This is an optimization exercise on Yosys and OpenROAD, whose aim is small area, a short achievable clock period and few clock cycles, not a production implementation.
In this exercise RTL edits were held to simulation tests only and were not proved equivalent to the original.

## flow/design.v (module list and top-level ports; edited modules follow where they fit)
// module mac: 10 lines
// module mmu_array: 12657 lines
// module tile_fifo: 46 lines
// module mmu: 102 lines
// module mmu_4x4: 45 lines
module mmu_4x4 (
    input logic rst_n,
    input logic clk,
    input  logic [127:0] new_weight_in,
    output logic new_weight_rdy,
    input  logic new_weight_push,
    input  logic [127:0] data_in,
    output logic data_in_rdy,
    input  logic data_in_push,
    output logic [511:0] acc_out,
    output logic acc_out_rdy,
    input  logic acc_out_pop,
    output logic weight_ld_rdy,
    input  logic weight_ld_start,
    output logic weight_ld_done,
    input  logic weight_swap,
    output logic mult_rdy,
    input  logic mult_start,
    output logic mult_done
);
  // ...
==> flow/flow/run.sh <==
#!/bin/bash
set -euo pipefail
export SETUP_SLACK_MARGIN=6.2
bash standard.sh > standard.log 2>&1
==> flow/standard.sh <==
#!/bin/bash
# synth_recipe.tcl (not shown) runs the flow's synth.tcl, then flattens the netlist and writes it again
# the make line also repeats each setting of config.mk as NAME=value (left out here)
make -C /OpenROAD-flow-scripts/flow DESIGN_CONFIG=/design/flow/config.mk WORK_HOME=/design/flow/orfs CLKGATE_MAP_FILE= SYNTH_SCRIPT=/design/flow/synth_recipe.tcl "${@:-finish}"
==> flow/config.mk <==
export PLATFORM = sky130hd
export DESIGN_NAME = mmu_4x4
export DESIGN_NICKNAME = mmu_4x4
export VERILOG_FILES = /design/flow/design.v
export SDC_FILE = /design/flow/constraint.sdc
export NUM_CORES = 4
export LEC_CHECK = 0
export CAP_MARGIN = 20
export CORE_MARGIN = 2
export CORE_UTILIZATION = 40
export PLACE_DENSITY = 0.6
export SLEW_MARGIN = 20
==> flow/constraint.sdc <==
create_clock -name core_clock -period 10.0 [get_ports {clk}]
set_input_delay 2.0000 -clock core_clock [delete_from_list [all_inputs] [get_ports {clk}]]
set_output_delay 2.0000 -clock core_clock [all_outputs]
set_load 0.01 [all_outputs]
==> results.py, run 1 <==
metrics = {
    "die": {
        "core_area_mm2": 0.327,
        "floorplan.die.width_um": 578,
    },
    "critical_path": {
        "reg2reg_from": "mmu_unit.arow[1]",
        "timing.critical_path.fanout_max": 8,
        "cp.arrival_ns": 4.92,
        "cp_slowest_cell": "sky130_fd_sc_hd__fa_2",
        "critical_path.endpoint": "mmu_unit.array_unit.r0j3_q2044",
        "cp_cell_sequence": "buf_12 > and2_4 > fa_2 > inv_2 > fa_2 > fa_1 > inv_2 > fa_2 > inv_2 > fa_2 > inv_2 > fa_2",
    },
    "cts": {
        "tritoncts": "done",
        "holdBufCountCts": 0,
        "postCtsSetupBuffers": 295,
    },
    "yosys": {
        "synth_enable_flop_cells": 1664,
        "most_numerous_cell_in_the_yosys_netlist": "sky130_fd_sc_hd__fa_1",
        "synthAdderAreaFrac_pct": 29.4,
        "async_reset_ff_share_pct": 0.929,
        "synth-xor-area-share_pct": 0.672,
        "netlist.area_leader.share_pct": 37.9,
        "post_synth_instance_area_mm2": 0.132,
    },
    "layout": {
        "seq_area_mm2": 0.0621,
        "multi_input_combinational_cell_count": 5544,
        "nNonClkBuffers": 1070,
        "most_used_cells_in_the_layout_excluding_fill_and_tap_cells": "sky130_fd_sc_hd__edfxtp_1 (1664), sky130_fd_sc_hd__fa_1 (1663), sky130_fd_sc_hd__inv_1 (1662)",
        "seq-cell-share_pct": 40.0,
        "fin_cells": 15500,
    },
    "timing": {
        "final-hold-violation-count": 0,
        "finalWorstPathRequiredPeriod_ns": 4.08,
        "tightestPinTransition_ns": 1.20,
        "setup_ws_ns": 5.92,
    },
    "min_path": {
        "hold-path-cell-count": 1,
        "hold_path.startpoint": "mmu_unit.wq_v",
        "holdPathEnd": "mmu_unit.new_weight_rdy",
    },
    "global_routing": {
        "grt_pass1_wl_mm": 565,
        "groute.layer.met3.usage_pct": 6.48,
        "grtUsageTotal_pct": 23.2,
        "grtUsageMet1_pct": 30.7,
        "via_count_of_the_first_global_routing_pass": 86100,
    },
    "placement": {
        "dpl_cell_area_mm2": 0.141,
        "placement.setup.worst_slack_ns": 4.80,
        "numPortBuffers": 558,
    },
    "routing": {
        "met2_wirelength_mm": 177,
        "met3_length_mm": 43.0,
        "drc": 0,
    },
    "run_status": {
        "outcome": "timing/DRC/antenna clean",
    },
}
Testbench counts, summed over its fixed seeds: cycles 445.
==> inputs of run 2 (changes only) <==
--- a/flow/config.mk
+++ b/flow/config.mk
@@ -7,6 +7,6 @@
 export LEC_CHECK = 0
 export CAP_MARGIN = 20
 export CORE_MARGIN = 2
-export CORE_UTILIZATION = 40
-export PLACE_DENSITY = 0.6
+export CORE_UTILIZATION = 46
+export PLACE_DENSITY = 0.65
 export SLEW_MARGIN = 20
==> results.py, run 2 <==
metrics = {
    "global_routing": {
        "pin_count_of_the_biggest_net_entering_global_routing": 137,
        "via_count_of_the_first_global_routing_pass": 85100,
        "grtUsageTotal_pct": 26.4,
        "initial_antenna_violation_count": 42,
        "grt_pass1_wl_mm": 560,
        "grt_remaining_overflow": 0,
    },
    "placement": {
        "dp_hpwl_mm": 244,
        "numPortBuffers": 558,
        "replace_congestion": 0.879,
        "numPlacedInstances": 14000,
    },
    "die": {
        "dieHeight_um": 539,
        "die_area_mm2": 0.291,
        "floorplan.die.width_um": 539,
        "floorplan.rows": 196,
        "floorplan.initialDensity_pct": 46.2,
        "core_area_mm2": 0.285,
        "io_pins": 783,
    },
    "timing": {
        "slew-limit-headroom_pct": 23.7,
        "final.setup_skew_ns": 0.0951,
        "slew_violations": 0,
        "worst_hold_slack_ns": 0.432,
        "setup_repair_after_global_routing_missed_its_margin": "yes",
        "tightestPinTransition_ns": 1.14,
        "finalWorstPathRequiredPeriod_ns": 4.09,
        "final-hold-violation-count": 0,
        "fmaxAchievable_ghz": 0.245,
        "setup_viol": 0,
        "post-route-period-util_pct": 40.9,
        "final.setup.tns_ns": 0,
    },
    "yosys": {
        "yosys-top-cells-area": "sky130_fd_sc_hd__edfxtp_1 (38%), sky130_fd_sc_hd__fa_1 (27%), sky130_fd_sc_hd__dfxtp_1 (8.8%), sky130_fd_sc_hd__and2_1 (7.0%), sky130_fd_sc_hd__inv_1 (5.1%)",
        "synth_enable_flop_cells": 1664,
        "async_reset_ff_share_pct": 0.929,
        "sequential_share_of_the_synthesized_area_pct": 47.1,
        "netlist.area_leader.share_pct": 37.9,
        "number_of_distinct_library_cells_after_synthesis": 75,
        "synthesis.area_per_instance_um2": 13.1,
        "yosys_warnings": 4,
        "synth.largest_area_cell": "sky130_fd_sc_hd__edfxtp_1",
        "synth.cells.most_frequent": "sky130_fd_sc_hd__fa_1 (1784), sky130_fd_sc_hd__inv_1 (1782), sky130_fd_sc_hd__edfxtp_1 (1664), sky130_fd_sc_hd__and2_1 (1473), sky130_fd_sc_hd__nand2_1 (639)",
        "post_synth_instance_area_mm2": 0.132,
        "post_synth_inst_count": 10100,
        "most_numerous_cell_in_the_yosys_netlist": "sky130_fd_sc_hd__fa_1",
        "synth-main-ff-cell": "sky130_fd_sc_hd__edfxtp_1",
        "ys_seq_elements": 2261,
    },
    "layout": {
        "num-nets-final": 13200,
        "largest_registers": "mmu_unit.out_fifo_unit.q (864), mmu_unit.out_fifo_unit.dout (288), mmu_unit.wset (256)",
        "fin_cells": 14900,
        "drive_gt1_share_pct": 12.8,
        "max_flop_register": "mmu_unit.out_fifo_unit.q",
        "postLayoutCoreUtil_pct": 54.1,
        "largest_register_ffs": 864,
        "most_used_cells_in_the_layout_excluding_fill_and_tap_cells": "sky130_fd_sc_hd__edfxtp_1 (1664), sky130_fd_sc_hd__inv_1 (1655), sky130_fd_sc_hd__fa_1 (1627)",
        "syn2layout_area_growth_pct": 17.1,
        "n_fill_cell": 23300,
        "final_common_cell": "sky130_fd_sc_hd__edfxtp_1",
    },
    "routing": {
        "drt_pre_antenna_iters": 9,
        "detail_route.wirelength_mm": 387,
        "ant_nets": 0,
        "drt_iter0_drc": 10100,
        "num_vias": 81700,
        "vias_per_cell": 5.47,
        "drc": 0,
        "routedWlPerCell_um": 26.0,
    },
    "critical_path": {
        "cp_data_required_time_ns": 10.88,
        "cp_slowest_cell": "sky130_fd_sc_hd__fa_2",
        "cp_cell_sequence": "buf_6 > and2_4 > fa_2 > inv_2 > fa_2 > fa_2 > inv_2 > fa_1 > inv_2 > fa_2 > inv_2 > fa_2",
        "cpPeakStageDelay_ns": 0.57,
        "cp_common_cell": "sky130_fd_sc_hd__fa_2",
        "worst-setup-path-type": "reg -> reg",
        "worstPathBufferInverterCount": 5,
        "cp.arrival_ns": 4.96,
        "critPathTopFamily": "adder cells",
        "crit_path_end_kind": "flip-flop",
        "worstSetupStartpointType": "flip-flop",
        "timing.critical_path.fanout_max": 3,
    },
    "run": {
        "max-cap-violations": 0,
    },
    "cts": {
        "htree_num_levels": 4,
        "cts_num_sinks": 2261,
        "clockBufferDepth": 4,
        "clock_transition_at_the_registers_of_the_reported_paths_ns": 0.07,
        "tritoncts.num_buffers": 235,
        "clock_latency_ns": 0.94,
        "clock_root_buffer": "sky130_fd_sc_hd__clkbuf_16",
        "tritoncts": "done",
    },
    "run_status": {
        "outcome": "timing/DRC/antenna clean",
    },
    "min_path": {
        "holdCritPathClass": "reg -> reg",
    },
}
## run 2: cell counts after synthesis
No cell type changed its count.
## run 2: final timing paths
check,from,endpoint,slack (ns),cells after the start
setup / recovery,mmu_unit.dh[2],mmu_unit.array_unit.r1j0_q2578,5.91,12
hold / removal,mmu_unit.wq[21],mmu_unit.wset[1][21],0.43,0
setup reg to reg,mmu_unit.dh[2],mmu_unit.array_unit.r1j0_q2578,5.91,12
hold reg to reg,mmu_unit.wq[21],mmu_unit.wset[1][21],0.43,0
max in group asynchronous,rst_n,mmu_unit.out_fifo_unit.rsel[1],8.05,2
min in group asynchronous,rst_n,mmu_unit.wq_v,1.52,2
## run 2: kinds of logic after synthesis
logic type                 share of synthesized area (%)
adders and majority gates                           29.4
and+or+nand+nor                                     9.83
AOI/OAI and AO/OA                                   4.68
DFF                                                 47.1
xor gates and xnor gates                           0.672
other                                            0.00285
muxes                                              0.575
buffers and inverters                               7.70
## run 2: per-stage QoR
stage                     setup slack [ns]  cell area (um2)
after floorplan                       2.29           133000
after CTS                             5.91           153000
after detailed placement              5.03           141000
after global placement                5.05           141000
after global routing                  5.86           154000
final                                 5.91           154000
## run 2: worst reg2reg max path: cells and delay by family (launching register included)
kind | cells | cell delay, ns
DFF | 1 | 0.51
buffers and inverters | 5 | 0.35
adders and majority gates | 6 | 3.03
and+or+nand+nor | 1 | 0.16
## run 2: routing by layer
metal | vias to the layer above | global-route usage [%] | share of wire, % | routed length [um]
met3 | 985 | 7.93 | 13 | 48700
li1 | 33600 | - | - | -
met4 | 10 | 11.2 | 5.0 | 19200
met1 | 42000 | 36.6 | 39 | 152000
met2 | 5076 | 38.7 | 43 | 168000
met5 | - | 0 | 0.018 | 68
## run 2: what timing repair did
action / 4_1_cts / 5_1_grt
buffers inserted: 302 / 61
hold endpoints to repair: 0 / 0
pin swaps: 149 / 204
hold buffers: 0 / 0
gates cloned: 13 / 2
resized for setup: 611 / 285
endpoints found under the setup margin: 718 / 456
## run 2: layout make-up
class | count | area (um2) | area share, %
well taps | 3762 | 4710 | 3.05
flip-flops and latches | 2261 | 62200 | 40.3
repair buffers | 1074 | 10900 | 7.08
repair inverters | 1 | 5.00 | 0.00324
inverters | 1782 | 6690 | 4.34
multi-input cells | 5544 | 61700 | 40.0
clock inverters | 150 | 1710 | 1.11
clock buffers | 290 | 6220 | 4.03
diodes | 51 | 128 | 0.0827

==> what the ideal ports hide <==
How much do the figures lean on ideal ports? The routed layouts below were timed once more, with nothing changed but the port constraints. Step 1, drivers: a clkbuf_16 drives clk and a buf_2 each remaining input, both assumed. Step 2 also shifts input and output timing later by t, the mid clock arrival at the registers, as if the neighbouring blocks saw the same clock. Three values: ideal ports, drivers, drivers and shift; two values: the first two.
| run | t, ns | setup slack, ns | worst setup path after step 2 |
|---|---|---|---|
| run 1 | 1.027 | 5.920 / 5.920 / 5.320 | input to register |
| run 2 | 0.990 | 5.912 / 5.912 / 5.439 | input to register |
After both steps every run listed still meets setup and hold. For run 1, which loses most, drivers alone change the setup slack by 0.000 ns; drivers and shift together by -0.600 ns.
